This is an optimization exercise on Yosys and OpenROAD, whose aim is small area, not a production implementation.
The RTL was checked by simulation tests, not by an equivalence proof against the original design.
Power figures rest on the tool's default switching activity, not on a simulated workload.

==> flow/config.mk <==
export PLATFORM = sky130hd
export DESIGN_NAME = dual_port_ram
export DESIGN_NICKNAME = dual_port_ram
export VERILOG_FILES = /design/flow/design.v
export SDC_FILE = /design/flow/constraint.sdc
export NUM_CORES = 4
export LEC_CHECK = 0
export CAP_MARGIN = 20
export CORE_MARGIN = 2
export CORE_UTILIZATION = 45
export CTS_BUF_LIST = sky130_fd_sc_hd__clkbuf_8
export CTS_CLUSTER_DIAMETER = 60
export CTS_CLUSTER_SIZE = 16
export PLACE_DENSITY = 0.62
export SLEW_MARGIN = 20
export SYNTH_HIERARCHICAL = 1
export SYNTH_MINIMUM_KEEP_SIZE = 0
==> flow/constraint.sdc <==
create_clock -name core_clock -period 10.0 [get_ports {clk}]
set_input_delay 2.0000 -clock core_clock [delete_from_list [all_inputs] [get_ports {clk}]]
set_output_delay 2.0000 -clock core_clock [all_outputs]
set_load 0.01 [all_outputs]
==> flow/design.v <==
module dpram_wbit (
  input  logic s1, a1,
  input  logic s2, a2,
  input  logic h,  q,
  output logic n
);
  assign n = ~((s1 & a1) | (s2 & a2) | (h & q));
endmodule
module dpram_rsel3 (
  input  logic a, qa,
  input  logic b, qb,
  input  logic c, qc,
  output logic n
);
  assign n = ~((a & qa) | (b & qb) | (c & qc));
endmodule
module dpram_rsel1 (
  input  logic a, qa,
  output logic n
);
  assign n = ~(a & qa);
endmodule
module dpram_hold (
  input  logic hi1_n, lo1_n,
  input  logic hi2_n, lo2_n,
  output logic h
);
  assign h = (hi1_n | lo1_n) & (hi2_n | lo2_n);
endmodule
module dpram_pre3 (
  input  logic [2:0] a,
  input  logic       en,
  output logic [7:0] n
);
  always_comb
    for (int i = 0; i < 8; i++)
      n[i] = ~(en & (a == 3'(i)));
endmodule
module dpram_pre3n (
  input  logic [2:0] a,
  output logic [7:0] n
);
  always_comb
    for (int i = 0; i < 8; i++)
      n[i] = ~(a == 3'(i));
endmodule
module dpram_nor2 (
  input  logic a, b,
  output logic y
);
  assign y = ~(a | b);
endmodule
module dual_port_ram #(
  parameter DATA_WIDTH = 8,
  parameter ADDR_WIDTH = 6
)(
  input logic clk,
  input logic rst,
  input logic [DATA_WIDTH-1 : 0] data1,
  input logic [ADDR_WIDTH-1 : 0] addr1,
  input logic enable1,
  input logic [DATA_WIDTH-1 : 0] data2,
  input logic [ADDR_WIDTH-1 : 0] addr2,
  input logic enable2,
  output logic [DATA_WIDTH-1 : 0] q1,
  output logic [DATA_WIDTH-1 : 0] q2
);
  localparam DEPTH = 64;
  localparam N3 = 21;           
  logic [DATA_WIDTH-1 : 0] ram [0 : DEPTH-1];
  logic [DATA_WIDTH-1 : 0] ram_n [0 : DEPTH-1];
  logic we1, we2;
  assign we2 = enable2 & ~rst;
  assign we1 = enable1 & ~rst & ~(enable2 & (addr1 == addr2));
  logic [7:0] lo1_n, lo2_n, hi1_n, hi2_n;
  dpram_pre3n u_lo1 (.a(addr1[2:0]), .n(lo1_n));
  dpram_pre3n u_lo2 (.a(addr2[2:0]), .n(lo2_n));
  dpram_pre3n u_hi1 (.a(addr1[5:3]), .n(hi1_n));
  dpram_pre3n u_hi2 (.a(addr2[5:3]), .n(hi2_n));
  logic [7:0] whi1_n, whi2_n;
  dpram_pre3 u_whi1 (.a(addr1[5:3]), .en(we1), .n(whi1_n));
  dpram_pre3 u_whi2 (.a(addr2[5:3]), .en(we2), .n(whi2_n));
  logic [DEPTH-1:0] r1, r2, h;
  for (genvar w = 0; w < DEPTH; w++) begin : g_line
    dpram_nor2 u_r1 (.a(hi1_n[w/8]), .b(lo1_n[w%8]), .y(r1[w]));
    dpram_nor2 u_r2 (.a(hi2_n[w/8]), .b(lo2_n[w%8]), .y(r2[w]));
    dpram_hold u_h  (.hi1_n(whi1_n[w/8]), .lo1_n(lo1_n[w%8]),
                     .hi2_n(whi2_n[w/8]), .lo2_n(lo2_n[w%8]), .h(h[w]));
  end
  logic ph;
  always_ff @(posedge clk) begin
    if (ph) ph <= 1'b0;
    else    ph <= 1'b1;
  end
  logic [DATA_WIDTH-1:0] a1, a2;
  assign a1 = (data1 ^ {DATA_WIDTH{ph}}) & {DATA_WIDTH{we1}};
  assign a2 = (data2 ^ {DATA_WIDTH{ph}}) & {DATA_WIDTH{we2}};
  for (genvar w = 0; w < DEPTH; w++) begin : g_word
    for (genvar b = 0; b < DATA_WIDTH; b++) begin : g_bit
      dpram_wbit u_wbit (
        .s1(r1[w]), .a1(a1[b]),
        .s2(r2[w]), .a2(a2[b]),
        .h(h[w]),   .q(ram[w][b]),
        .n(ram_n[w][b])
      );
    end
  end
  always_ff @(posedge clk) begin
    for (int w = 0; w < DEPTH; w++)
      ram[w] <= ram_n[w];
  end
  logic [DATA_WIDTH-1:0] g1 [0 : N3];
  logic [DATA_WIDTH-1:0] g2 [0 : N3];
  for (genvar b = 0; b < DATA_WIDTH; b++) begin : g_rbit
    for (genvar g = 0; g < N3; g++) begin : g_grp
      dpram_rsel3 u_r1 (
        .a(r1[3*g]),   .qa(ram[3*g][b]),
        .b(r1[3*g+1]), .qb(ram[3*g+1][b]),
        .c(r1[3*g+2]), .qc(ram[3*g+2][b]),
        .n(g1[g][b])
      );
      dpram_rsel3 u_r2 (
        .a(r2[3*g]),   .qa(ram[3*g][b]),
        .b(r2[3*g+1]), .qb(ram[3*g+1][b]),
        .c(r2[3*g+2]), .qc(ram[3*g+2][b]),
        .n(g2[g][b])
      );
    end
    dpram_rsel1 u_r1 (.a(r1[DEPTH-1]), .qa(ram[DEPTH-1][b]), .n(g1[N3][b]));
    dpram_rsel1 u_r2 (.a(r2[DEPTH-1]), .qa(ram[DEPTH-1][b]), .n(g2[N3][b]));
  end
  logic [DATA_WIDTH-1:0] rd1, rd2;
  always_comb begin
    rd1 = '1;
    rd2 = '1;
    for (int g = 0; g < N3+1; g++) begin
      rd1 = rd1 & g1[g];
      rd2 = rd2 & g2[g];
    end
    rd1 = ~rd1 ^ {DATA_WIDTH{ph}};
    rd2 = ~rd2 ^ {DATA_WIDTH{ph}};
  end
  always_ff @(posedge clk) begin
    if (rst) begin
      q1 <= '0;
      q2 <= '0;
    end else begin
      if (!enable1) q1 <= rd1;
      if (!enable2) q2 <= rd2;
    end
  end
endmodule
==> flow/flow/run.sh <==
#!/bin/bash
# The standard layout, with two changes: the port buffers are the smallest
# buffer cell, and clock tree synthesis inserts no dummy loads.
set -euo pipefail
bash standard.sh \
  "BUFFER_PORTS_ARGS=-buffer_cell sky130_fd_sc_hd__buf_1" \
  "CTS_ARGS=-sink_clustering_enable -repair_clock_nets -sink_clustering_size 16 -sink_clustering_max_diameter 60 -buf_list sky130_fd_sc_hd__clkbuf_8 -dont_use_dummy_load" \
  finish > standard.log 2>&1
==> flow/standard.sh <==
#!/bin/bash
# synth_recipe.tcl (not shown) runs the flow's synth.tcl, then flattens the netlist and writes it again
# the make line also repeats each setting of config.mk as NAME=value (left out here)
make -C /OpenROAD-flow-scripts/flow DESIGN_CONFIG=/design/flow/config.mk WORK_HOME=/design/flow/orfs CLKGATE_MAP_FILE= SYNTH_SCRIPT=/design/flow/synth_recipe.tcl "${@:-finish}"
==> results of run 1 <==
==> registers in the layout (all words and copies together), names as in the netlist <==
signal,cells
q1,8
ram,512
q2,8
ph,1
==> Yosys stat by module (local to each module, per instance) <==
module         cells inside  copies in the design  flops+latches  cell area (um^2)
dpram_wbit                1                   512              0              10.0
dual_port_ram           779                     1            529             12100
dpram_rsel3               1                   336              0              10.0
dpram_pre3n               8                     4              0              60.1
dpram_hold                1                    64              0              8.76
dpram_pre3                8                     2              0              76.3
dpram_rsel1               1                    16              0              3.75
dpram_nor2                1                   128              0              3.75
==> kinds of logic (layout without fill, tap and decap cells) <==
logic type,after synthesis,count (layout),share of synthesized area
other,0,6,0
flip-flops,529,529,0.479
XOR/XNOR,22,22,0.00871
buffers and inverters,12,194,0.00232
AO/OA/AOI/OAI,945,945,0.420
AND/OR/NAND/NOR,375,375,0.0905
==> report_power, final <==
group	switching, uW	total [uW]	internal, uW
combinational	327	649	321
sequential	362	2900	2540
clock	714	1100	386
==> cell usage after synthesis, types with 2 or more instances <==
cell type,n,area (um^2)
or3_4,2,22.5
buf_2,2,10.0
o22a_1,64,561
xnor2_1,19,166
a222oi_1,848,8490
or3b_1,12,105
dfxtp_1,529,10600
or4b_1,2,20.0
inv_1,2,7.51
nor2_1,144,541
clkbuf_1,5,18.8
nand2_1,62,233
or4_1,32,240
nand4bb_1,6,67.6
nand4_1,83,519
nand4b_1,6,52.6
o2111ai_1,16,140
nand2_8,2,40.0
nand3b_1,12,90.1
xor2_1,3,26.3
nand3_1,4,20.0
o21ai_0,16,80.1
or3_1,4,25.0
==> stage by stage <==
| stage | utilization | setup WS (ps) | total power, uW | area [um^2] | std cells |
|---|---|---|---|---|---|
| after global routing | 0.506 | 4320 | 4810 | 24700 | 2732 |
| after global placement | 0.491 | 3850 | 3510 | 23900 | 2680 |
| final | 0.506 | 4270 | 4650 | 24700 | 2735 |
| after detailed placement | 0.491 | 3820 | 3550 | 23900 | 2680 |
| after CTS | 0.503 | 4510 | 4610 | 24500 | 2723 |
| after floorplan | - | 4950 | 3260 | 22100 | 1883 |
==> metal layers <==
| layer | vias up | global-route usage | part of all wire |
|---|---|---|---|
| met5 | - | 0 | 0.00015 |
| met4 | 2 | 0.162 | 0.050 |
| met3 | 303 | 0.0814 | 0.14 |
| met2 | 2193 | 0.580 | 0.44 |
| met1 | 12000 | 0.504 | 0.37 |
| li1 | 9962 | - | - |
==> cell type report <==
| type | instances | area, um^2 | area share |
|---|---|---|---|
| inverters | 3 | 11.3 | 0.000457 |
| well taps | 664 | 831 | 0.0337 |
| repair buffers | 148 | 942 | 0.0382 |
| flip-flops and latches | 529 | 10600 | 0.429 |
| clock buffers | 43 | 592 | 0.0240 |
| multi-input cells | 1342 | 11700 | 0.474 |
| diodes | 6 | 15.0 | 0.000609 |
==> worst paths after layout <==
check / from / endpoint / slack, ps / cells past startpoint
min: ram[63][3] / ram[63][3] / 490 / 1
min reg2reg: ram[63][3] / ram[63][3] / 490 / 1
max: addr2[0] / q2[5] / 4270 / 8
max reg2reg: ram[51][0] / q1[0] / 7060 / 5
==> flow_metrics.env, run 1 <==
export IMPL_slew_viol_final=0
export IMPL_syn_area_per_cell_um2=11.7
export IMPL_path_clk_slew_ps=100
export IMPL_syn_nets=1915
export IMPL_cts_repair_resized=0
export IMPL_place_congestion=0.980
export IMPL_antenna_left=0
export IMPL_powerDensity_nw_per_um2=189
export IMPL_crit_arrival_ps=6320
export IMPL_rsz0062_at_grt="no"
export IMPL_grt_max_degree=65
export IMPL_drtIter0Drc=8586
export IMPL_fin_worst_hold_slack_ps=488
export IMPL_antenna_found_initial=9
export IMPL_cts_htree_levels=2
export IMPL_end_kind="flop"
export IMPL_grt_usage=0.375
export IMPL_crit_path_frequent_cell="or4_1"
export IMPL_critPathMaxFanout=16
export IMPL_die_h_um=226
export IMPL_start_util=0.454
export IMPL_period_minus_slack_ps=5730
export IMPL_area_delta_synth_final_pct=11.5
export IMPL_synth_seq_cells=529
export IMPL_die_width_um=226
export IMPL_clock_root_buffer="clkbuf_8"
export IMPL_clock_path_buffers=3
export IMPL_grt_pass1_vias=21500
export IMPL_fin_nets=2099
export IMPL_boundaryPins=48
export IMPL_dieArea_um2=50900
export IMPL_crit_family="simple AND/OR/NAND/NOR gates"
export IMPL_synth_edf_count=0
export IMPL_hold_violations=0
export IMPL_drc=0
export IMPL_max_slew_margin=0.0848
export IMPL_drv_cap=0
export IMPL_slowest_stage="nand3b_1"
export IMPL_vias=24500
export IMPL_worstPathCellList="buf_1 > nand3b_1 > nor2_1 > a222oi_1 > nand4_1 > or4_1 > or4_1 > o2111ai_1"
export IMPL_ys_seq_area_frac=0.479
export IMPL_dpl_hpwl_mm=62.8
export IMPL_postCtsSetupBuffers=0
export IMPL_wl_per_cell_um=36.8
export IMPL_via_per_inst=8.96
export IMPL_core_area_um2=48700
export IMPL_worst_pin_slew_ps=1370
export IMPL_tritoncts="yes"
export IMPL_leakagePower_uw=0.00770
export IMPL_peakVddDrop_uv=142
export IMPL_synthCells=1883
export IMPL_finClkSkew_ps=48.7
export IMPL_slowest_delay_ps=1020
export IMPL_hold_buffers=0
export IMPL_portBuffers=47
export IMPL_grt_pass1_wl_mm=146
export IMPL_status="no timing/DRC/antenna violations"
export IMPL_drive_gt1_frac=0.0939
export IMPL_layout_commonest_cell="a222oi_1"
export IMPL_cp_num_buf_inv=1
export IMPL_rows=81
export IMPL_drt_total_wl_mm=101
export IMPL_async_flop_share=0
export IMPL_worstSetupPathType="in -> reg"
export IMPL_insertion_delay_ps=680
export IMPL_dr_pass1_iters=17
export IMPL_nFillCells=4507
export IMPL_setup_violations=0
export IMPL_fin_crit_sh=0.573
export IMPL_grt_overflow_total=0
export IMPL_netlist_area_um2=22100
export IMPL_layout_common_cells="848 x a222oi_1, 529 x dfxtp_1, 101 x nor2_1"
export IMPL_required_ps=10580
export IMPL_cts_buffers=43
export IMPL_synth_cell_type_count=31
export IMPL_cts_sinks=529
export IMPL_ys_flop_type="dfxtp_1"
export IMPL_fmax_mhz=174
export IMPL_startpoint_type="input pin"
export IMPL_ys_warnings_count=14
export IMPL_finalSetupTns_ps=0
export IMPL_hold_class="reg -> reg"
==> inputs of run 2 (changes only) <==
==> flow/flow/run.sh (replaced) <==
#!/bin/bash
# The standard layout, with two changes: the port buffers are the smallest
# buffer cell, and clock tree synthesis inserts no dummy loads.
set -euo pipefail
bash standard.sh \
  "BUFFER_PORTS_ARGS=-buffer_cell sky130_fd_sc_hd__buf_1" \
  "CTS_ARGS=-sink_clustering_enable -repair_clock_nets -sink_clustering_size 12 -sink_clustering_max_diameter 50 -buf_list sky130_fd_sc_hd__clkbuf_8 -dont_use_dummy_load" \
  finish > standard.log 2>&1
--- a/flow/config.mk
+++ b/flow/config.mk
@@ -10,6 +10,6 @@
 export CORE_UTILIZATION = 45
 export CTS_BUF_LIST = sky130_fd_sc_hd__clkbuf_8
-export CTS_CLUSTER_DIAMETER = 60
-export CTS_CLUSTER_SIZE = 16
+export CTS_CLUSTER_DIAMETER = 50
+export CTS_CLUSTER_SIZE = 12
 export PLACE_DENSITY = 0.62
 export SLEW_MARGIN = 20
==> run 2 against run 1 <==
- sequential power is essentially flat
- utilization is 0.36 points higher
- critical path type unchanged
- clock skew increased by 2.0 ps
- die area is the same
- cell count is 0.44% higher
- via count grew 0.55%
- clock-buffer cell count is 13 higher
- first-iteration DRC count is 2.0% lower
- largest power group unchanged
- synthesized area unchanged
- still clean
- non-clock buffer count is 1 lower
- critical path depth up 1
==> flow_metrics.env, run 2 <==
export IMPL_status="no timing/DRC/antenna violations"
export IMPL_vias=24600
export IMPL_place_congestion=0.980
export IMPL_grt_pass1_wl_mm=147
export IMPL_syn_area_per_cell_um2=11.7
export IMPL_finalSetupTns_ps=0
export IMPL_tritoncts="yes"
export IMPL_fin_cells=2747
export IMPL_area_delta_synth_final_pct=12.3
export IMPL_layout_common_cells="848 x a222oi_1, 529 x dfxtp_1, 101 x nor2_1"
export IMPL_swShare=0.299
export IMPL_drc=0
export IMPL_start_util=0.454
export IMPL_cts_sinks=529
export IMPL_drv_cap=0
export IMPL_async_flop_share=0
export IMPL_die_h_um=226
export IMPL_peakVddDrop_uv=133
export IMPL_core_area_um2=48700
export IMPL_antenna_left=0
export IMPL_synth_area_mux_share=0
export IMPL_path_clk_slew_ps=50
export IMPL_clock_path_buffers=3
export IMPL_ys_flop_type="dfxtp_1"
export IMPL_clkPwrFrac=0.259
export IMPL_worst_pin_slew_ps=1190
export IMPL_grt_overflow_total=0
export IMPL_synth_area_leader_cell="dfxtp_1"
export IMPL_synthSimpleGateAreaFrac=0.0905
export IMPL_yosys_area_share_xor_xnor=0.00871
export IMPL_fin_nets=2111
export IMPL_period_minus_slack_ps=5280
export IMPL_largest_register="ram"
export IMPL_rows=81
export IMPL_end_kind="flop"
export IMPL_synth_cell_type_count=31
export IMPL_grt_max_degree=65
export IMPL_dp_cells=2680
export IMPL_worstSetupPathType="in -> reg"
export IMPL_synth_seq_cells=529
export IMPL_critPathMaxFanout=16
export IMPL_r2r_start="ram[51][1]"
export IMPL_synthAdderAreaFrac=0
export IMPL_synth_top_cell_area_share=0.479
export IMPL_route_met3_wl_mm=14.1
export IMPL_cts_htree_levels=2
export IMPL_wl_per_cell_um=36.7
export IMPL_synth_top_cells_by_area="dfxtp_1 48%, a222oi_1 38%, o22a_1 2.5%, nor2_1 2.4%, nand4_1 2.3%"
export IMPL_worstHoldStart="ram[25][2]"
export IMPL_synthCells=1883
export IMPL_hold_class="reg -> reg"
export IMPL_route_met2_wl_mm=44.3
export IMPL_cts_repair_resized=0
export IMPL_internal_power_uw=3360
export IMPL_portBuffers=47
export IMPL_drt_total_wl_mm=101
export IMPL_boundaryPins=48
export IMPL_via_per_inst=8.97
export IMPL_drtIter0Drc=8412
export IMPL_cts_buffers=56
export IMPL_grt_pass1_vias=21700
export IMPL_required_ps=10620
export IMPL_dpl_hpwl_mm=62.8
export IMPL_slew_viol_final=0
export IMPL_leakagePower_uw=0.00779
export IMPL_top_regs="ram: 512 flops, q1: 8 flops, q2: 8 flops"
export IMPL_fmax_mhz=189
export IMPL_synth_top_family_by_area="compound AO/OA/AOI/OAI gates"
export IMPL_rsz0062_at_grt="no"
export IMPL_syn_nets=1915
export IMPL_grt_usage=0.376
export IMPL_yosysMostFrequentCell="a222oi_1"
export IMPL_critPathLaunch="addr1[0]"
export IMPL_largest_reg_flops=512
export IMPL_clock_root_buffer="clkbuf_8"
export IMPL_finClkSkew_ps=50.7
export IMPL_drive_gt1_frac=0.0992
export IMPL_synth_edf_count=0
export IMPL_dieArea_um2=50900
export IMPL_dr_pass1_iters=17
export IMPL_met1_length_mm=37.4
export IMPL_powerDensity_nw_per_um2=193
export IMPL_combPwrFrac=0.135
export IMPL_highest_layer="met5"
export IMPL_antenna_found_initial=9
export IMPL_ys_seq_area_frac=0.479
export IMPL_hold_violations=0
export IMPL_netlist_top_cells_count="848 x a222oi_1, 529 x dfxtp_1, 144 x nor2_1"
export IMPL_fin_crit_sh=0.528
export IMPL_p_seq_frac=0.606
export IMPL_p_sw_uw=1440
export IMPL_netlist_area_um2=22100
export IMPL_layout_commonest_cell="a222oi_1"
export IMPL_postCtsSetupBuffers=0
export IMPL_ys_warnings_count=14
export IMPL_setup_violations=0
export IMPL_startpoint_type="input pin"
export IMPL_die_width_um=226
export IMPL_totalPowerFinal_uw=4800
export IMPL_synth_compound_area_share=0.420
export IMPL_max_slew_margin=0.202
export IMPL_crit_arrival_ps=5900
export IMPL_insertion_delay_ps=710
export IMPL_hold_buffers=0
-- run 2: cell counts after synthesis --
Identical to the previous run, type by type.
-- run 2: power by group through the flow --
stage / sequential, uW / clock, uW / combinational, uW
2_1_floorplan: 2820 / 0 / 439
3_3_place_gp: 2900 / 0 / 605
3_5_place_dp: 2920 / 0 / 630
4_1_cts: 2880 / 1250 / 630
5_1_grt: 2940 / 1340 / 689
6_report: 2910 / 1240 / 648
-- run 2: area by class of cell --
type | instances | area (um^2)
clock buffer | 56 | 771
antenna | 6 | 15.0
timing repair buffer | 147 | 938
fill | 4507 | 23900
multi-input combinational | 1342 | 11700
inverter | 3 | 11.3
sequential | 529 | 10600
tap | 664 | 831
-- run 2: kinds of logic (layout without fill, tap and decap cells) --
logic type | Yosys count | after routing
and+or+nand+nor | 375 | 375
xor gates and xnor gates | 22 | 22
DFF | 529 | 529
buffers and inverters | 12 | 206
other | 0 | 6
AOI/OAI and AO/OA | 945 | 945
-- run 2: through the flow --
stage / util / hold slack [ps] / setup WS (ps) / cell area [um^2]
after detailed placement: 0.491 / 474 / 3820 / 23900
final: 0.509 / 482 / 4720 / 24800
after floorplan: - / 456 / 4950 / 22100
after global placement: 0.491 / 463 / 3850 / 23900
after CTS: 0.507 / 482 / 4530 / 24700
after global routing: 0.509 / 497 / 4620 / 24800
-- run 2: per-layer routing --
| layer | vias to the layer above | GRT usage |
|---|---|---|
| met1 | 12300 | 0.503 |
| met2 | 2107 | 0.581 |
| met4 | 4 | 0.166 |
| met5 | - | 0 |
| li1 | 9975 | - |
| met3 | 285 | 0.0824 |
-- run 2: final timing paths --
| kind | end | slack (ps) | depth (start not counted) |
|---|---|---|---|
| min | ram[25][2] | 480 | 1 |
| min reg2reg | ram[25][2] | 480 | 1 |
| max reg2reg | q1[1] | 7140 | 5 |
| max | q1[5] | 4720 | 9 |
-- run 2: critical path, cell delays in order --
cell and delay, ps:
buf_1 290, nand3b_1 610, buf_8 250, nor2_1 270, a222oi_1 730, nand4_1 440, or4_1 670, or4_1 530
o2111ai_1 100
-- run 2: modules after synthesis, one instance, submodules excluded --
module / cells / flops+latches / area, um^2
dpram_rsel1: 1 / 0 / 3.75
dpram_nor2: 1 / 0 / 3.75
dpram_pre3n: 8 / 0 / 60.1
dpram_hold: 1 / 0 / 8.76
dpram_wbit: 1 / 0 / 10.0
dpram_rsel3: 1 / 0 / 10.0
dual_port_ram: 779 / 529 / 12100
dpram_pre3: 8 / 0 / 76.3
==> inputs of run 3 (changes only) <==
--- a/flow/design.v
+++ b/flow/design.v
@@ -5,5 +5,5 @@
   output logic n
 );
-  assign n = ~((s1 & a1) | (s2 & a2) | (h & q));
+  assign n = ~((s1 & a1) | (s2 & a2) | (h & ~q));
 endmodule
 module dpram_rsel3 (
@@ -88,12 +88,7 @@
                      .hi2_n(whi2_n[w/8]), .lo2_n(lo2_n[w%8]), .h(h[w]));
   end
-  logic ph;
-  always_ff @(posedge clk) begin
-    if (ph) ph <= 1'b0;
-    else    ph <= 1'b1;
-  end
   logic [DATA_WIDTH-1:0] a1, a2;
-  assign a1 = (data1 ^ {DATA_WIDTH{ph}}) & {DATA_WIDTH{we1}};
-  assign a2 = (data2 ^ {DATA_WIDTH{ph}}) & {DATA_WIDTH{we2}};
+  assign a1 = ~data1 & {DATA_WIDTH{we1}};
+  assign a2 = ~data2 & {DATA_WIDTH{we2}};
   for (genvar w = 0; w < DEPTH; w++) begin : g_word
     for (genvar b = 0; b < DATA_WIDTH; b++) begin : g_bit
@@ -138,6 +133,6 @@
       rd2 = rd2 & g2[g];
     end
-    rd1 = ~rd1 ^ {DATA_WIDTH{ph}};
-    rd2 = ~rd2 ^ {DATA_WIDTH{ph}};
+    rd1 = ~rd1;
+    rd2 = ~rd2;
   end
   always_ff @(posedge clk) begin
==> flow/run.sh (new file) <==
#!/bin/bash
# synth_recipe.tcl (not shown) runs the flow's synth.tcl, then flattens the netlist and writes it again
# the make line also repeats each setting of config.mk as NAME=value (left out here)
make -C /OpenROAD-flow-scripts/flow DESIGN_CONFIG=/design/flow/config.mk WORK_HOME=/design/flow/orfs CLKGATE_MAP_FILE= SYNTH_SCRIPT=/design/flow/synth_recipe.tcl finish
--- a/flow/config.mk
+++ b/flow/config.mk
@@ -10,6 +10,6 @@
 export CORE_UTILIZATION = 45
 export CTS_BUF_LIST = sky130_fd_sc_hd__clkbuf_8
-export CTS_CLUSTER_DIAMETER = 50
-export CTS_CLUSTER_SIZE = 12
+export CTS_CLUSTER_DIAMETER = 60
+export CTS_CLUSTER_SIZE = 16
 export PLACE_DENSITY = 0.62
 export SLEW_MARGIN = 20
removed: flow/flow/run.sh
removed: flow/standard.sh
==> run 3 against run 2 <==
- first-iteration DRC count grew 15%
- global-route usage shrank 0.52 points
- non-clock buffer count shrank 15
- critical endpoint is now ram[27][1]
- synthesized cell count grew 24%
- worst setup slack lost 320 ps
- die area grew 7.1%
- sequential power shrank 7.2%
==> flow_metrics.env, run 3 <==
export IMPL_synth_top_cells_by_area="dfxtp_1 45%, a222oi_1 36%, inv_1 8.4%, nor2_1 2.4%, o22a_1 2.4%"
export IMPL_yosysMostFrequentCell="a222oi_1"
export IMPL_postCtsSetupBuffers=0
export IMPL_die_h_um=234
export IMPL_grt_usage=0.371
export IMPL_async_flop_share=0
export IMPL_finalSetupTns_ps=0
export IMPL_tritoncts="yes"
export IMPL_required_ps=10540
export IMPL_netlist_area_um2=23700
export IMPL_place_congestion=0.943
export IMPL_portBuffers=47
export IMPL_crit_arrival_ps=6140
export IMPL_fin_crit_sh=0.560
export IMPL_synth_cell_type_count=30
export IMPL_layout_common_cells="848 x a222oi_1, 532 x inv_1, 528 x dfxtp_1"
export IMPL_core_area_um2=52300
export IMPL_grt_pass1_vias=23000
export IMPL_use_met2=0.537
export IMPL_grt_overflow_total=0
export IMPL_dpl_hpwl_mm=65.2
export IMPL_antenna_found_initial=4
export IMPL_grt_max_degree=65
export IMPL_syn_nets=2371
export IMPL_synth_seq_cells=528
export IMPL_insertion_delay_ps=680
export IMPL_finClkSkew_ps=35.5
export IMPL_largest_register="ram"
export IMPL_worstSetupPathType="in -> reg"
export IMPL_drv_cap=0
export IMPL_die_width_um=234
export IMPL_rows=84
export IMPL_netlist_top_cells_count="848 x a222oi_1, 529 x inv_1, 528 x dfxtp_1"
export IMPL_path_clk_slew_ps=90
export IMPL_wl_per_cell_um=33.2
export IMPL_start_util=0.453
export IMPL_clock_root_buffer="clkbuf_8"
export IMPL_drtIter0Drc=9633
export IMPL_dieArea_um2=54600
export IMPL_worst_pin_slew_ps=1240
export IMPL_via_per_inst=8.13
export IMPL_hold_violations=0
export IMPL_cts_sinks=528
export IMPL_ys_warnings_count=14
export IMPL_dpl_cell_area_um2=25800
export IMPL_final_area_um2=26800
export IMPL_cts_htree_levels=2
export IMPL_cts_repair_resized=0
export IMPL_startpoint_type="input pin"
export IMPL_period_minus_slack_ps=5600
export IMPL_max_slew_margin=0.173
export IMPL_drive_gt1_frac=0.0820
export IMPL_ys_flop_type="dfxtp_1"
export IMPL_syn_area_per_cell_um2=10.1
export IMPL_cts_buffers=44
export IMPL_globalRouteMet3Util=0.116
export IMPL_multi_input_area_um2=11400
export IMPL_hold_buffers=0
export IMPL_layout_commonest_cell="a222oi_1"
export IMPL_ys_seq_area_frac=0.446
export IMPL_slew_viol_final=0
export IMPL_area_delta_synth_final_pct=13.2
export IMPL_setup_violations=0
export IMPL_leakagePower_uw=0.0122
export IMPL_synthCells=2339
export IMPL_synth_area_leader_cell="dfxtp_1"
export IMPL_nFillCells=4750
export IMPL_boundaryPins=48
export IMPL_antenna_left=0
export IMPL_synth_edf_count=0
export IMPL_end_kind="flop"
export IMPL_grt_busiest_layer="met2"
export IMPL_synth_top_cell_area_share=0.446
export IMPL_drc=0
export IMPL_vias=26200
export IMPL_peakVddDrop_uv=78.1
export IMPL_fmax_mhz=179
export IMPL_critPathMaxFanout=17
export IMPL_fin_util=0.513
export IMPL_powerDensity_nw_per_um2=181
export IMPL_clock_path_buffers=3
export IMPL_top_regs="ram: 512 flops, q1: 8 flops, q2: 8 flops"
export IMPL_dr_pass1_iters=17
export IMPL_drt_total_wl_mm=107
export IMPL_hold_class="reg -> reg"
export IMPL_rsz0062_at_grt="no"
export IMPL_seq_area_um2=10600
export IMPL_fin_nets=2542
export IMPL_grtUsageMet1=0.507
export IMPL_grt_pass1_wl_mm=153
export IMPL_status="no timing/DRC/antenna violations"
export IMPL_largest_reg_flops=512
## run 3: cell count changes in the layout (fill, tap and decap cells not counted), moves of 16 or more
| cell | change |
|---|---|
| inv_1 | +530 |
| buf_1 | -47 |
| clkdlybuf4s50_1 | +47 |
| nand2_1 | -46 |
| or4_1 | -32 |
| nand4_1 | -17 |
| o2111ai_1 | -16 |
| o21ai_0 | -16 |
| xnor2_1 | -16 |
## run 3: final timing paths
path | from | endpoint | slack [ps] | depth (start not counted)
worst max-delay path | addr2[3] | ram[27][1] | 4400 | 7
worst min-delay path | ram[34][0] | ram[34][0] | 500 | 2
worst min register to register | ram[34][0] | ram[34][0] | 500 | 2
worst max register to register | ram[39][6] | q2[6] | 7520 | 4
## run 3: layout make-up
cell class,count,share of cell area
Clock buffer,53,0.0272
Antenna cell,1,0.0000932
Tap cell,688,0.0321
Inverter,529,0.0740
Sequential cell,528,0.394
Timing Repair Buffer,132,0.0416
Multi-Input combinational cell,1275,0.423
Clock inverter,19,0.00807
## run 3: stage by stage
stage,hold WS (ps),total power (uW),worst slack [ps],std cells
after floorplan,469,3160,3540,2339
after global placement,475,3420,4210,3146
after detailed placement,482,3470,4010,3146
after CTS,495,4810,4730,3218
after global routing,511,5020,4400,3224
final,499,4860,4400,3225
## run 3: worst max-delay path, cell delays in order
cell,delay (ps)
clkdlybuf4s50_1,850
xnor2_1,320
and4_1,480
a21oi_1,660
nand4b_1,770
o22a_1,640
a222oi_1,390
## run 3: cell families after synthesis
| family | Yosys count | share of synthesized area |
|---|---|---|
| AO/OA/AOI/OAI | 937 | 0.390 |
| XOR/XNOR | 6 | 0.00222 |
| buffers and inverters | 536 | 0.0858 |
| flip-flops | 528 | 0.446 |
| AND/OR/NAND/NOR | 332 | 0.0758 |
## run 3: where the power goes
part / switching (uW) / internal (uW) / leakage [uW]
sequential: 269 / 2430 / 0.00437
combinational: 427 / 346 / 0.00736
clock: 793 / 593 / 0.000488
total: 1490 / 3370 / 0.0122
## run 3: layer usage
layer	wire length, um	vias to the layer above	share of wire
li1	-	10800	-
met1	39000	12600	0.36
met2	44600	2451	0.42
met3	17900	355	0.17
met4	5470	8	0.051
met5	56	-	0.00052
## run 3: Yosys stat by module, one instance, submodules excluded
module / area, um^2 / copies in the design / flip-flops and latches
dpram_wbit: 13.8 / 512 / 0
dpram_rsel1: 3.75 / 16 / 0
dual_port_ram: 11800 / 1 / 528
dpram_pre3n: 60.1 / 4 / 0
dpram_pre3: 76.3 / 2 / 0
dpram_nor2: 3.75 / 128 / 0
dpram_hold: 8.76 / 64 / 0
dpram_rsel3: 10.0 / 336 / 0
==> inputs of run 4 (changes only) <==
--- a/flow/design.v
+++ b/flow/design.v
@@ -5,5 +5,5 @@
   output logic n
 );
-  assign n = ~((s1 & a1) | (s2 & a2) | (h & ~q));
+  assign n = ~((s1 & a1) | (s2 & a2) | (h & q));
 endmodule
 module dpram_rsel3 (
@@ -20,11 +20,4 @@
 );
   assign n = ~(a & qa);
-endmodule
-module dpram_hold (
-  input  logic hi1_n, lo1_n,
-  input  logic hi2_n, lo2_n,
-  output logic h
-);
-  assign h = (hi1_n | lo1_n) & (hi2_n | lo2_n);
 endmodule
 module dpram_pre3 (
@@ -73,27 +66,32 @@
   assign we2 = enable2 & ~rst;
   assign we1 = enable1 & ~rst & ~(enable2 & (addr1 == addr2));
-  logic [7:0] lo1_n, lo2_n, hi1_n, hi2_n;
-  dpram_pre3n u_lo1 (.a(addr1[2:0]), .n(lo1_n));
-  dpram_pre3n u_lo2 (.a(addr2[2:0]), .n(lo2_n));
-  dpram_pre3n u_hi1 (.a(addr1[5:3]), .n(hi1_n));
-  dpram_pre3n u_hi2 (.a(addr2[5:3]), .n(hi2_n));
-  logic [7:0] whi1_n, whi2_n;
-  dpram_pre3 u_whi1 (.a(addr1[5:3]), .en(we1), .n(whi1_n));
-  dpram_pre3 u_whi2 (.a(addr2[5:3]), .en(we2), .n(whi2_n));
-  logic [DEPTH-1:0] r1, r2, h;
+  logic [7:0] lo1_n, lo2_n, hi1_n, hi2_n, whi1_n, whi2_n;
+  dpram_pre3n u_lo1  (.a(addr1[2:0]), .n(lo1_n));
+  dpram_pre3n u_lo2  (.a(addr2[2:0]), .n(lo2_n));
+  dpram_pre3n u_hi1  (.a(addr1[5:3]), .n(hi1_n));
+  dpram_pre3n u_hi2  (.a(addr2[5:3]), .n(hi2_n));
+  dpram_pre3  u_whi1 (.a(addr1[5:3]), .en(we1), .n(whi1_n));
+  dpram_pre3  u_whi2 (.a(addr2[5:3]), .en(we2), .n(whi2_n));
+  logic [DEPTH-1:0] r1, r2, s1, s2, h;
   for (genvar w = 0; w < DEPTH; w++) begin : g_line
-    dpram_nor2 u_r1 (.a(hi1_n[w/8]), .b(lo1_n[w%8]), .y(r1[w]));
-    dpram_nor2 u_r2 (.a(hi2_n[w/8]), .b(lo2_n[w%8]), .y(r2[w]));
-    dpram_hold u_h  (.hi1_n(whi1_n[w/8]), .lo1_n(lo1_n[w%8]),
-                     .hi2_n(whi2_n[w/8]), .lo2_n(lo2_n[w%8]), .h(h[w]));
+    dpram_nor2 u_r1 (.a(hi1_n[w/8]),  .b(lo1_n[w%8]), .y(r1[w]));
+    dpram_nor2 u_r2 (.a(hi2_n[w/8]),  .b(lo2_n[w%8]), .y(r2[w]));
+    dpram_nor2 u_s1 (.a(whi1_n[w/8]), .b(lo1_n[w%8]), .y(s1[w]));
+    dpram_nor2 u_s2 (.a(whi2_n[w/8]), .b(lo2_n[w%8]), .y(s2[w]));
+    dpram_nor2 u_h  (.a(s1[w]),       .b(s2[w]),      .y(h[w]));
+  end
+  logic ph;
+  always_ff @(posedge clk) begin
+    if (ph) ph <= 1'b0;
+    else    ph <= 1'b1;
   end
   logic [DATA_WIDTH-1:0] a1, a2;
-  assign a1 = ~data1 & {DATA_WIDTH{we1}};
-  assign a2 = ~data2 & {DATA_WIDTH{we2}};
+  assign a1 = data1 ^ {DATA_WIDTH{ph}};
+  assign a2 = data2 ^ {DATA_WIDTH{ph}};
   for (genvar w = 0; w < DEPTH; w++) begin : g_word
     for (genvar b = 0; b < DATA_WIDTH; b++) begin : g_bit
       dpram_wbit u_wbit (
-        .s1(r1[w]), .a1(a1[b]),
-        .s2(r2[w]), .a2(a2[b]),
+        .s1(s1[w]), .a1(a1[b]),
+        .s2(s2[w]), .a2(a2[b]),
         .h(h[w]),   .q(ram[w][b]),
         .n(ram_n[w][b])
@@ -133,6 +131,6 @@
       rd2 = rd2 & g2[g];
     end
-    rd1 = ~rd1;
-    rd2 = ~rd2;
+    rd1 = ~rd1 ^ {DATA_WIDTH{ph}};
+    rd2 = ~rd2 ^ {DATA_WIDTH{ph}};
   end
   always_ff @(posedge clk) begin
==> flow/flow/run.sh (new file) <==
#!/bin/bash
# The standard layout, with two changes: the port buffers are the smallest
# buffer cell, and clock tree synthesis inserts no dummy loads.
set -euo pipefail
bash standard.sh \
  "BUFFER_PORTS_ARGS=-buffer_cell sky130_fd_sc_hd__buf_1" \
  "CTS_ARGS=-sink_clustering_enable -repair_clock_nets -sink_clustering_size 16 -sink_clustering_max_diameter 60 -buf_list sky130_fd_sc_hd__clkbuf_8 -dont_use_dummy_load" \
  finish > standard.log 2>&1
==> flow/standard.sh (new file) <==
#!/bin/bash
# synth_recipe.tcl (not shown) runs the flow's synth.tcl, then flattens the netlist and writes it again
# the make line also repeats each setting of config.mk as NAME=value (left out here)
make -C /OpenROAD-flow-scripts/flow DESIGN_CONFIG=/design/flow/config.mk WORK_HOME=/design/flow/orfs CLKGATE_MAP_FILE= SYNTH_SCRIPT=/design/flow/synth_recipe.tcl "${@:-finish}"
removed: flow/run.sh
==> run 4 against run 3 <==
- still clean
- maximum frequency down 3.9%
- clock power fell by 19%
- sequential cell count up 1
- total power fell by 1.3%
- critical path depth up 2
- utilization decreased by 1.3 points
- cell count down 14%
- sequential power up 11%
- clock skew increased by 47 ps
- combinational power is 11% lower
- critical endpoint is now ram[37][7]
- largest cell class unchanged
==> flow_metrics.env, run 4 <==
export IMPL_antenna_left=0
export IMPL_postCtsSetupBuffers=0
export IMPL_end_kind="flop"
export IMPL_area_delta_synth_final_pct=9.85
export IMPL_cts_htree_levels=2
export IMPL_worstHoldStart="ram[13][5]"
export IMPL_totalPowerFinal_uw=4800
export IMPL_grt_max_degree=65
export IMPL_place_congestion=1.10
export IMPL_rows=81
export IMPL_die_width_um=226
export IMPL_reg2reg_slack_ps=6900
export IMPL_reg2reg_depth=3
export IMPL_ys_seq_area_frac=0.478
export IMPL_synth_top_cell_area_share=0.478
export IMPL_fmax_mhz=172
export IMPL_cts_repair_resized=0
export IMPL_required_ps=10560
export IMPL_portBuffers=47
export IMPL_layout_common_cells="848 x a222oi_1, 528 x dfxtp_1, 320 x nor2_1"
export IMPL_cts_sinks=529
export IMPL_hold_violations=0
export IMPL_slowest_delay_ps=900
export IMPL_insertion_delay_ps=700
export IMPL_peakVddDrop_uv=120
export IMPL_fin_nets=2145
export IMPL_path_clk_slew_ps=90
export IMPL_tritoncts="yes"
export IMPL_worstSetupPathType="in -> reg"
export IMPL_layout_commonest_cell="a222oi_1"
export IMPL_grt_overflow_total=0
export IMPL_vias=25700
export IMPL_finClkSkew_ps=82.9
export IMPL_synth_edf_count=0
export IMPL_slowest_stage="nand4bb_1"
export IMPL_reg2reg_to="ram[6][5]"
export IMPL_setup_violations=0
export IMPL_yosysMostFrequentCell="a222oi_1"
export IMPL_holdPathEnd="ram[13][5]"
export IMPL_antenna_found_initial=8
export IMPL_hold_buffers=0
export IMPL_dr_pass1_iters=17
export IMPL_via_per_inst=9.25
export IMPL_synth_cell_type_count=26
export IMPL_core_area_um2=48700
export IMPL_critPathMaxFanout=17
export IMPL_slew_viol_final=0
export IMPL_r2r_start="ph"
export IMPL_worstPathCellList="buf_1 > xnor2_1 > nand4_1 > nor4_1 > nor3b_1 > nand4bb_1 > nor2_1 > nor2_1 > a222oi_1"
export IMPL_top_regs="ram: 512 flops, q1: 8 flops, q2: 8 flops"
export IMPL_synth_seq_cells=529
export IMPL_ys_warnings_count=14
export IMPL_period_minus_slack_ps=5820
export IMPL_startpoint_type="input pin"
export IMPL_status="no timing/DRC/antenna violations"
export IMPL_drtIter0Drc=10000
export IMPL_boundaryPins=48
export IMPL_ys_flop_type="dfxtp_1"
export IMPL_largest_register="ram"
export IMPL_clock_root_buffer="clkbuf_8"
export IMPL_finalSetupTns_ps=0
export IMPL_syn_area_per_cell_um2=11.1
export IMPL_synth_top_cells_by_area="dfxtp_1 48%, a222oi_1 38%, nor2_1 5.4%, nand4_1 2.3%, nand2_1 1.1%"
export IMPL_drt_total_wl_mm=113
export IMPL_cts_buffers=45
export IMPL_crit_arrival_ps=6380
export IMPL_start_util=0.455
export IMPL_fin_worst_hold_slack_ps=488
export IMPL_grt_pass1_vias=22600
export IMPL_drv_cap=0
export IMPL_crit_family="simple AND/OR/NAND/NOR gates"
export IMPL_rsz0062_at_grt="no"
export IMPL_die_h_um=226
export IMPL_async_flop_share=0
export IMPL_drive_gt1_frac=0.0478
export IMPL_leakagePower_uw=0.00767
export IMPL_syn_nets=2024
export IMPL_hold_class="reg -> reg"
export IMPL_netlist_top_cells_count="848 x a222oi_1, 529 x dfxtp_1, 320 x nor2_1"
export IMPL_powerDensity_nw_per_um2=197
export IMPL_grt_usage=0.421
export IMPL_clock_path_buffers=3
export IMPL_drc=0
export IMPL_min_path_cells=1
export IMPL_synthCells=1992
export IMPL_dieArea_um2=51100
export IMPL_synth_area_leader_cell="dfxtp_1"
export IMPL_largest_reg_flops=512
export IMPL_fin_crit_sh=0.582
export IMPL_max_slew_margin=0.116
export IMPL_netlist_area_um2=22200
export IMPL_grt_pass1_wl_mm=159
export IMPL_worst_pin_slew_ps=1330
export IMPL_cp_num_buf_inv=1
export IMPL_wl_per_cell_um=40.5
export IMPL_dpl_hpwl_mm=70.2
export IMPL_crit_path_frequent_cell="nor2_1"
==> run 4: worst reg2reg max path, stage by stage (launching register included) <==
cell,delay [ps]
dfxtp_4,950
xor2_4,820
buf_4,800
a222oi_1,320
==> run 4: worst max path at each step <==
stage / startpoint / depth (start not counted) / endpoint / slack [ps]
2_1_floorplan: data1[7] / 2 / ram[0][7] / 5330
3_3_place_gp: addr2[5] / 9 / ram[37][6] / 3870
3_5_place_dp: addr2[4] / 9 / ram[37][1] / 3770
4_1_cts: addr2[4] / 9 / ram[37][1] / 4420
5_1_grt: addr2[4] / 9 / ram[37][6] / 4000
6_report: addr2[4] / 9 / ram[37][7] / 4180
==> run 4: Yosys stat by module, one instance, submodules excluded <==
module	cells	flops+latches
dpram_nor2	1	0
dpram_pre3	8	0
dpram_pre3n	8	0
dpram_rsel1	1	0
dpram_rsel3	1	0
dpram_wbit	1	0
dual_port_ram	760	529
==> run 4: metrics by stage <==
step | cell area (um^2) | std cells | setup WS (ps) | utilization
detailed placement | 23700 | 2729 | 3770 | 0.486
global placement | 23700 | 2729 | 3870 | 0.486
finish | 24400 | 2777 | 4180 | 0.500
floorplan | 22200 | 1992 | 5330 | -
global route | 24300 | 2775 | 4000 | 0.499
CTS | 24300 | 2774 | 4420 | 0.499
==> run 4: report_power, final <==
part	total (uW)	switching [uW]	leakage [uW]	internal (uW)
sequential	2990	445	0.00463	2540
clock	1120	721	0.000324	402
combinational	688	371	0.00272	317
total	4800	1540	0.00767	3260
==> run 4: kinds of logic after synthesis <==
kind of cell           Yosys count  synth area share
buffers and inverters            9           0.00192
AND/OR/NAND/NOR                552             0.119
flip-flops                     529             0.478
AO/OA/AOI/OAI                  880             0.393
XOR/XNOR                        22           0.00869
==> run 4: area by class of cell <==
cell class	count	area (um^2)
flip-flops and latches	529	10600
multi-input cells	1454	11800
clock buffers	45	619
fillers	4457	24400
inverters	1	3.75
well taps	664	831
repair buffers	82	459
diodes	2	5.00
==> run 4: layer usage <==
metal | vias to the layer above | share of wire | global-route usage
li1 | 10000 | - | -
met1 | 12400 | 0.34 | 0.540
met2 | 2686 | 0.42 | 0.641
met3 | 599 | 0.16 | 0.112
met4 | 6 | 0.077 | 0.239
met5 | - | 0.00046 | 0
==> inputs of run 5 (changes only) <==
--- a/flow/design.v
+++ b/flow/design.v
@@ -37,4 +37,22 @@
     for (int i = 0; i < 8; i++)
       n[i] = ~(a == 3'(i));
+endmodule
+module dpram_rtree #(parameter N = 22) (
+  input  logic [N-1:0] g,
+  output logic         t
+);
+  assign t = ~&g;
+endmodule
+module dpram_xor2 (
+  input  logic a, b,
+  output logic y
+);
+  assign y = a ^ b;
+endmodule
+module dpram_qsel (
+  input  logic ld, x, hold, q,
+  output logic d
+);
+  assign d = (ld & x) | (hold & q);
 endmodule
 module dpram_nor2 (
@@ -123,23 +141,28 @@
     dpram_rsel1 u_r2 (.a(r2[DEPTH-1]), .qa(ram[DEPTH-1][b]), .n(g2[N3][b]));
   end
-  logic [DATA_WIDTH-1:0] rd1, rd2;
-  always_comb begin
-    rd1 = '1;
-    rd2 = '1;
-    for (int g = 0; g < N3+1; g++) begin
-      rd1 = rd1 & g1[g];
-      rd2 = rd2 & g2[g];
-    end
-    rd1 = ~rd1 ^ {DATA_WIDTH{ph}};
-    rd2 = ~rd2 ^ {DATA_WIDTH{ph}};
+  logic ld1, ld2, hold1, hold2;
+  assign ld1   = ~enable1 & ~rst;
+  assign ld2   = ~enable2 & ~rst;
+  assign hold1 =  enable1 & ~rst;
+  assign hold2 =  enable2 & ~rst;
+  logic [DATA_WIDTH-1:0] t1, t2, d1, d2;
+  for (genvar b = 0; b < DATA_WIDTH; b++) begin : g_out
+    logic [N3:0] c1, c2;
+    always_comb
+      for (int g = 0; g <= N3; g++) begin
+        c1[g] = g1[g][b];
+        c2[g] = g2[g][b];
+      end
+    dpram_rtree #(.N(N3+1)) u_t1 (.g(c1), .t(t1[b]));
+    dpram_rtree #(.N(N3+1)) u_t2 (.g(c2), .t(t2[b]));
+    logic x1, x2;
+    dpram_xor2 u_x1 (.a(t1[b]), .b(ph), .y(x1));
+    dpram_xor2 u_x2 (.a(t2[b]), .b(ph), .y(x2));
+    dpram_qsel u_q1 (.ld(ld1), .x(x1), .hold(hold1), .q(q1[b]), .d(d1[b]));
+    dpram_qsel u_q2 (.ld(ld2), .x(x2), .hold(hold2), .q(q2[b]), .d(d2[b]));
   end
   always_ff @(posedge clk) begin
-    if (rst) begin
-      q1 <= '0;
-      q2 <= '0;
-    end else begin
-      if (!enable1) q1 <= rd1;
-      if (!enable2) q2 <= rd2;
-    end
+    q1 <= d1;
+    q2 <= d2;
   end
 endmodule
==> run 5 against run 4 <==
- critical endpoint is now q1[2]
- clock skew decreased by 18 ps
- worst setup slack improved by 310 ps
- utilization decreased by 0.34 points
- highest routed layer unchanged
- synthesized cell count decreased by 2.8%
- wire length decreased by 2.0%
- maximum frequency increased by 5.7%
- clock-buffer cell count decreased by 1
- hold slack improved by 5.5 ps
- sequential cell count unchanged
- synthesized area decreased by 0.73%
==> flow_metrics.env, run 5 <==
export IMPL_status="no timing/DRC/antenna violations"
export IMPL_ys_warnings_count=14
export IMPL_period_minus_slack_ps=5510
export IMPL_fin_crit_sh=0.551
export IMPL_synthSimpleGateAreaFrac=0.110
export IMPL_dp_cells=2641
export IMPL_rows=81
export IMPL_synth_top_family_by_area="compound AO/OA/AOI/OAI gates"
export IMPL_fmax_mhz=181
export IMPL_start_util=0.452
export IMPL_syn_nets=1968
export IMPL_area_delta_synth_final_pct=9.68
export IMPL_netlist_top_cells_count="848 x a222oi_1, 529 x dfxtp_1, 322 x nor2_1"
export IMPL_place_congestion=1.03
export IMPL_required_ps=10540
export IMPL_synth_cell_type_count=22
export IMPL_rsz0062_at_grt="no"
export IMPL_grt_pass1_wl_mm=157
export IMPL_cts_buffers=44
export IMPL_slew_viol_final=0
export IMPL_drt_total_wl_mm=110
export IMPL_worst_pin_slew_ps=1270
export IMPL_end_kind="flop"
export IMPL_cts_repair_resized=0
export IMPL_netlist_area_um2=22000
export IMPL_layout_common_cells="848 x a222oi_1, 528 x dfxtp_1, 322 x nor2_1"
export IMPL_fin_nets=2097
export IMPL_synth_area_leader_cell="dfxtp_1"
export IMPL_leakagePower_uw=0.00755
export IMPL_peakVddDrop_uv=119
export IMPL_synthCells=1936
export IMPL_boundaryPins=48
export IMPL_dieArea_um2=50700
export IMPL_critPathMaxFanout=10
export IMPL_hold_violations=0
export IMPL_yosysMostFrequentCell="a222oi_1"
export IMPL_cts_htree_levels=2
export IMPL_wl_per_cell_um=41.1
export IMPL_powerDensity_nw_per_um2=198
export IMPL_async_flop_share=0
export IMPL_grt_max_degree=65
export IMPL_die_width_um=225
export IMPL_path_clk_slew_ps=100
export IMPL_via_per_inst=9.33
export IMPL_clock_path_buffers=3
export IMPL_synthAdderAreaFrac=0
export IMPL_synth_compound_area_share=0.393
export IMPL_synth_top_cells_by_area="dfxtp_1 48%, a222oi_1 39%, nor2_1 5.5%, nand4_1 2.4%, xor2_1 1.4%"
export IMPL_postCtsSetupBuffers=0
export IMPL_tritoncts="yes"
export IMPL_drv_cap=0
export IMPL_hold_class="reg -> reg"
export IMPL_crit_arrival_ps=6050
export IMPL_die_h_um=225
export IMPL_synth_edf_count=0
export IMPL_insertion_delay_ps=690
export IMPL_grt_overflow_total=0
export IMPL_largest_register="ram"
export IMPL_ys_seq_area_frac=0.481
export IMPL_dr_pass1_iters=22
export IMPL_grt_usage=0.415
export IMPL_worstSetupPathType="in -> reg"
export IMPL_hold_buffers=0
export IMPL_vias=25100
export IMPL_max_slew_margin=0.154
export IMPL_drive_gt1_frac=0.0480
export IMPL_setup_violations=0
export IMPL_startpoint_type="input pin"
export IMPL_yosys_area_share_xor_xnor=0.0151
export IMPL_synth_area_mux_share=0
export IMPL_drc=0
export IMPL_finClkSkew_ps=65.3
export IMPL_top_regs="ram: 512 flops, q1: 8 flops, q2: 8 flops"
export IMPL_cts_sinks=529
export IMPL_syn_area_per_cell_um2=11.4
export IMPL_largest_reg_flops=512
export IMPL_synth_seq_cells=529
export IMPL_portBuffers=47
export IMPL_layout_commonest_cell="a222oi_1"
export IMPL_antenna_found_initial=4
export IMPL_synth_top_cell_area_share=0.481
export IMPL_clock_root_buffer="clkbuf_8"
export IMPL_drtIter0Drc=9641
export IMPL_n_antenna_cell=0
export IMPL_antenna_left=0
export IMPL_dpl_hpwl_mm=69.9
export IMPL_grt_pass1_vias=22200
export IMPL_ys_flop_type="dfxtp_1"
export IMPL_finalSetupTns_ps=0
export IMPL_fin_cells=2685
export IMPL_core_area_um2=48600
## run 5: cell count changes after synthesis, sizes merged, moves of 16 or more
| cell | delta |
|---|---|
| nand2 | -48 |
| xor2 | +16 |
| a22o | +16 |
| o21ai | -16 |
| and4 | +16 |
| o2111ai | -16 |
| or4 | -32 |
## run 5: worst paths after layout
path / start / to / slack [ps] / cells after the start
worst max-delay path: addr1[0] / q1[2] / 4490 / 10
worst min-delay path: q1[7] / q1[7] / 490 / 1
worst max register to register: ram[3][2] / q1[2] / 6860 / 6
worst min register to register: q1[7] / q1[7] / 490 / 1
## run 5: area by class of cell
cell class | instances | area (um^2)
inverter | 1 | 3.75
timing repair buffer | 85 | 462
fill | 4412 | 24500
clock buffer | 44 | 606
tap | 622 | 778
sequential | 529 | 10600
multi-input combinational | 1404 | 11700
## run 5: metrics by stage
stage | total power, uW | hold WS [ps] | cell area (um^2) | utilization | setup slack, ps
after floorplan | 3260 | 456 | 22000 | - | 5330
after global placement | 3620 | 466 | 23500 | 0.484 | 4290
after detailed placement | 3640 | 461 | 23500 | 0.484 | 4340
after CTS | 4700 | 491 | 24100 | 0.496 | 5030
after global routing | 4890 | 509 | 24100 | 0.496 | 4660
final | 4770 | 494 | 24100 | 0.496 | 4490
## run 5: routing by layer
layer / global-route usage / vias to the layer above / share of wire
li1: - / 9850 / -
met1: 0.565 / 12100 / 0.37
met2: 0.606 / 2608 / 0.42
met3: 0.113 / 444 / 0.16
met4: 0.203 / 8 / 0.060
met5: 0 / - / 0.00049
## run 5: cells by family (layout without fill, tap and decap cells)
group / Yosys count / in the layout
and+or+nand+nor: 501 / 501
DFF: 529 / 529
xor gates and xnor gates: 38 / 38
buffers and inverters: 3 / 130
AOI/OAI and AO/OA: 865 / 865
## run 5: worst max-delay path, stage by stage
cell	delay, ps
buf_1	310
nand3b_1	620
buf_4	400
nor2_1	190
a222oi_1	520
nand4_1	450
nor4_1	880
nand4_1	210
xor2_1	200
a22o_1	230
## run 5: modules after synthesis, one instance, submodules excluded, excerpt
module         cells inside  flip-flops and latches  cell area, um^2
dual_port_ram           560                     529            10800
dpram_xor2                1                       0             8.76
dpram_pre3n               8                       0             60.1
dpram_nor2                1                       0             3.75
dpram_qsel                1                       0             8.76
dpram_pre3                8                       0             76.3
dpram_rsel1               1                       0             3.75
dpram_wbit                1                       0             10.0
## run 5: where the power goes
part	switching, uW	internal [uW]	leakage (uW)
combinational	362	318	0.00261
sequential	442	2540	0.00462
clock	718	393	0.000316
total	1520	3250	0.00755
==> inputs of run 6 (changes only) <==
--- a/flow/design.v
+++ b/flow/design.v
@@ -5,5 +5,5 @@
   output logic n
 );
-  assign n = ~((s1 & a1) | (s2 & a2) | (h & q));
+  assign n = ~((s1 & a1) | (s2 & a2) | (h & ~q));
 endmodule
 module dpram_rsel3 (
@@ -43,10 +43,4 @@
 );
   assign t = ~&g;
-endmodule
-module dpram_xor2 (
-  input  logic a, b,
-  output logic y
-);
-  assign y = a ^ b;
 endmodule
 module dpram_qsel (
@@ -99,12 +93,7 @@
     dpram_nor2 u_h  (.a(s1[w]),       .b(s2[w]),      .y(h[w]));
   end
-  logic ph;
-  always_ff @(posedge clk) begin
-    if (ph) ph <= 1'b0;
-    else    ph <= 1'b1;
-  end
   logic [DATA_WIDTH-1:0] a1, a2;
-  assign a1 = data1 ^ {DATA_WIDTH{ph}};
-  assign a2 = data2 ^ {DATA_WIDTH{ph}};
+  assign a1 = ~data1;
+  assign a2 = ~data2;
   for (genvar w = 0; w < DEPTH; w++) begin : g_word
     for (genvar b = 0; b < DATA_WIDTH; b++) begin : g_bit
@@ -156,9 +145,6 @@
     dpram_rtree #(.N(N3+1)) u_t1 (.g(c1), .t(t1[b]));
     dpram_rtree #(.N(N3+1)) u_t2 (.g(c2), .t(t2[b]));
-    logic x1, x2;
-    dpram_xor2 u_x1 (.a(t1[b]), .b(ph), .y(x1));
-    dpram_xor2 u_x2 (.a(t2[b]), .b(ph), .y(x2));
-    dpram_qsel u_q1 (.ld(ld1), .x(x1), .hold(hold1), .q(q1[b]), .d(d1[b]));
-    dpram_qsel u_q2 (.ld(ld2), .x(x2), .hold(hold2), .q(q2[b]), .d(d2[b]));
+    dpram_qsel u_q1 (.ld(ld1), .x(t1[b]), .hold(hold1), .q(q1[b]), .d(d1[b]));
+    dpram_qsel u_q2 (.ld(ld2), .x(t2[b]), .hold(hold2), .q(q2[b]), .d(d2[b]));
   end
   always_ff @(posedge clk) begin
==> run 6 against run 5 <==
- still clean on timing, DRC and antenna
- clock skew grew 24 ps
- first-iteration DRC count up 0.46%
- maximum frequency rose by 5.8%
- sequential power decreased by 6.7%
- global-route usage up 0.11 points
- wire length is 7.8% higher
- largest cell class unchanged
==> flow_metrics.env, run 6 <==
export IMPL_place_congestion=0.992
export IMPL_dieArea_um2=54400
export IMPL_path_clk_slew_ps=100
export IMPL_drv_cap=0
export IMPL_crit_arrival_ps=5830
export IMPL_worstSetupPathType="in -> reg"
export IMPL_grt_pass1_wl_mm=167
export IMPL_fin_crit_sh=0.521
export IMPL_grt_overflow_total=0
export IMPL_syn_area_per_cell_um2=9.75
export IMPL_grt_usage=0.416
export IMPL_netlist_top_cells_count="848 x a222oi_1, 528 x dfxtp_1, 528 x inv_1"
export IMPL_vias=26800
export IMPL_status="no timing/DRC/antenna violations"
export IMPL_worst_pin_slew_ps=1330
export IMPL_rsz0062_at_grt="no"
export IMPL_startpoint_type="input pin"
export IMPL_fin_util=0.491
export IMPL_dpl_cell_area_um2=25000
export IMPL_syn_nets=2460
export IMPL_leakagePower_uw=0.0118
export IMPL_totalPowerFinal_uw=4720
export IMPL_netlist_area_um2=23700
export IMPL_setup_violations=0
export IMPL_peakVddDrop_uv=120
export IMPL_clock_path_buffers=3
export IMPL_clock_root_buffer="clkbuf_8"
export IMPL_hold_violations=0
export IMPL_period_minus_slack_ps=5210
export IMPL_max_slew_margin=0.117
export IMPL_dpl_hpwl_mm=72.7
export IMPL_layout_common_cells="848 x a222oi_1, 528 x dfxtp_1, 512 x inv_1"
export IMPL_ys_warnings_count=14
export IMPL_postCtsSetupBuffers=0
export IMPL_rows=84
export IMPL_largest_register="ram"
export IMPL_wl_per_cell_um=36.6
export IMPL_cts_htree_levels=2
export IMPL_fin_worst_hold_slack_ps=504
export IMPL_drc=0
export IMPL_grt_max_degree=65
export IMPL_slew_viol_final=0
export IMPL_ys_flop_type="dfxtp_1"
export IMPL_antenna_left=0
export IMPL_start_util=0.453
export IMPL_die_h_um=233
export IMPL_synthCells=2428
export IMPL_yosysMostFrequentCell="a222oi_1"
export IMPL_die_width_um=233
export IMPL_synth_edf_count=0
export IMPL_boundaryPins=48
export IMPL_async_flop_share=0
export IMPL_insertion_delay_ps=720
export IMPL_layout_commonest_cell="a222oi_1"
export IMPL_synth_top_cell_area_share=0.447
export IMPL_end_kind="flop"
export IMPL_area_delta_synth_final_pct=8.45
export IMPL_finClkSkew_ps=89.1
export IMPL_cts_repair_resized=0
export IMPL_synth_top_cells_by_area="dfxtp_1 45%, a222oi_1 36%, inv_1 8.4%, nor2_1 5.1%, nand4_1 2.2%"
export IMPL_cts_sinks=528
export IMPL_final_area_um2=25700
export IMPL_synth_area_leader_cell="dfxtp_1"
export IMPL_portBuffers=47
export IMPL_finalSetupTns_ps=0
export IMPL_ys_seq_area_frac=0.447
export IMPL_drtIter0Drc=9685
export IMPL_drive_gt1_frac=0.0383
export IMPL_hold_buffers=0
export IMPL_hold_class="reg -> reg"
export IMPL_synth_cell_type_count=20
export IMPL_nFillCells=4910
export IMPL_cts_buffers=46
export IMPL_fin_nets=2591
export IMPL_grt_pass1_vias=24200
export IMPL_tritoncts="yes"
export IMPL_antenna_found_initial=9
export IMPL_core_area_um2=52200
export IMPL_fmax_mhz=192
export IMPL_dr_pass1_iters=17
export IMPL_drt_total_wl_mm=119
export IMPL_synth_seq_cells=528
export IMPL_critPathMaxFanout=17
export IMPL_top_regs="ram: 512 flops, q1: 8 flops, q2: 8 flops"
export IMPL_powerDensity_nw_per_um2=184
export IMPL_largest_reg_flops=512
export IMPL_via_per_inst=8.23
export IMPL_required_ps=10620
==> run 6: changes by cell type after synthesis <==
cell,delta
inv_1,+527
dfxtp_1,-1
buf_6,-1
xor2_1,-32
buf_4,-1
==> run 6: layout make-up <==
type	count	area, um^2	share of cell area
multi-input cells	1372	11100	0.433
diodes	6	15.0	0.000585
flip-flops and latches	528	10600	0.412
clock buffers	46	633	0.0247
inverters	528	1980	0.0772
repair buffers	83	490	0.0191
well taps	688	861	0.0335
==> run 6: critical path, cell delays in order <==
cell	delay [ps]
buf_1	520
or3b_1	640
nor2_1	280
a222oi_1	520
nand4_1	400
nor4_1	910
nand4_1	280
a22o_1	260
==> run 6: stage by stage <==
step	setup WS (ps)	cells
6_report	4790	3251
5_1_grt	4860	3249
4_1_cts	5180	3244
3_5_place_dp	4440	3198
3_3_place_gp	4390	3197
2_1_floorplan	5810	2428
==> run 6: power by group <==
group | internal [uW] | total [uW] | switching (uW)
registers | 2430 | 2780 | 349
clock network | 410 | 1140 | 730
logic | 332 | 795 | 463
==> run 6: worst paths after layout <==
kind | slack, ps | end | cells after the start | from
worst max-delay path | 4790 | q1[3] | 8 | addr1[4]
worst min-delay path | 500 | ram[20][3] | 2 | ram[20][3]
worst max register to register | 7200 | q1[3] | 5 | ram[15][3]
worst min register to register | 500 | ram[20][3] | 2 | ram[20][3]
==> run 6: cells by family (layout without fill, tap and decap cells) <==
group,after synthesis,count (layout),share of synthesized area
xor gates and xnor gates,6,6,0.00222
DFF,528,528,0.447
AOI/OAI and AO/OA,865,865,0.365
other,0,6,0
buffers and inverters,528,657,0.0837
and+or+nand+nor,501,501,0.102
==> run 6: per-module statistics from Yosys, one instance, submodules excluded, excerpt <==
| module | times used | cells inside | flops+latches |
|---|---|---|---|
| dpram_wbit | 512 | 2 | 0 |
| dpram_pre3n | 4 | 8 | 0 |
| dpram_nor2 | 320 | 1 | 0 |
| dpram_qsel | 16 | 1 | 0 |
| dpram_rsel3 | 336 | 1 | 0 |
| dpram_pre3 | 2 | 8 | 0 |
| dpram_rsel1 | 16 | 1 | 0 |
| dual_port_ram | 1 | 556 | 528 |
==> run 6: layer usage <==
metal | up-vias | track usage | wire (um)
met2 | 2485 | 0.619 | 50500
met5 | - | 0 | 35
met4 | 6 | 0.252 | 7830
met1 | 12900 | 0.548 | 43700
li1 | 10800 | - | -
met3 | 513 | 0.0955 | 16800

[static timing again, ports no longer ideal]
In the flow no input, the clock included, has a driving cell. The finished layouts below were timed again as built, in two steps.
Step 1: set_driving_cell puts a clkbuf_16 on clk and a buf_2 on each other input, an assumption about the parent block.
Step 2, shift: input delay + t, output delay - t, t = (earliest + latest rising clock arrival at the registers) / 2. This alone moves slack from input paths to output paths.
a / b / c = ideal / step 1 / step 2; a / b = the first two.
run	t, ns	setup WS [ns]	hold slack, ns	worst setup path after step 2	latest minus earliest clock arrival (ns)
run 1	0.720	4.266 / 4.287 / 3.567	0.488 / 0.488 / 0.488	input to register	0.057 / 0.057
run 2	0.746	4.722 / 4.746 / 3.999	0.482 / 0.482 / 0.482	input to register	0.064 / 0.065
run 3	0.724	4.402 / 4.438 / 3.714	0.499 / 0.499 / 0.499	input to register	0.037 / 0.037
run 4	0.714	4.176 / 4.167 / 3.453	0.488 / 0.488 / 0.488	input to register	0.084 / 0.084
run 5	0.717	4.488 / 4.509 / 3.792	0.494 / 0.494 / 0.494	input to register	0.066 / 0.066
run 6	0.736	4.792 / 4.780 / 4.045	0.504 / 0.504 / 0.504	input to register	0.093 / 0.093
After both steps setup and hold are still met in every run listed. For run 6, which loses most, drivers alone change the setup slack by -0.012 ns; drivers and shift together by -0.747 ns.
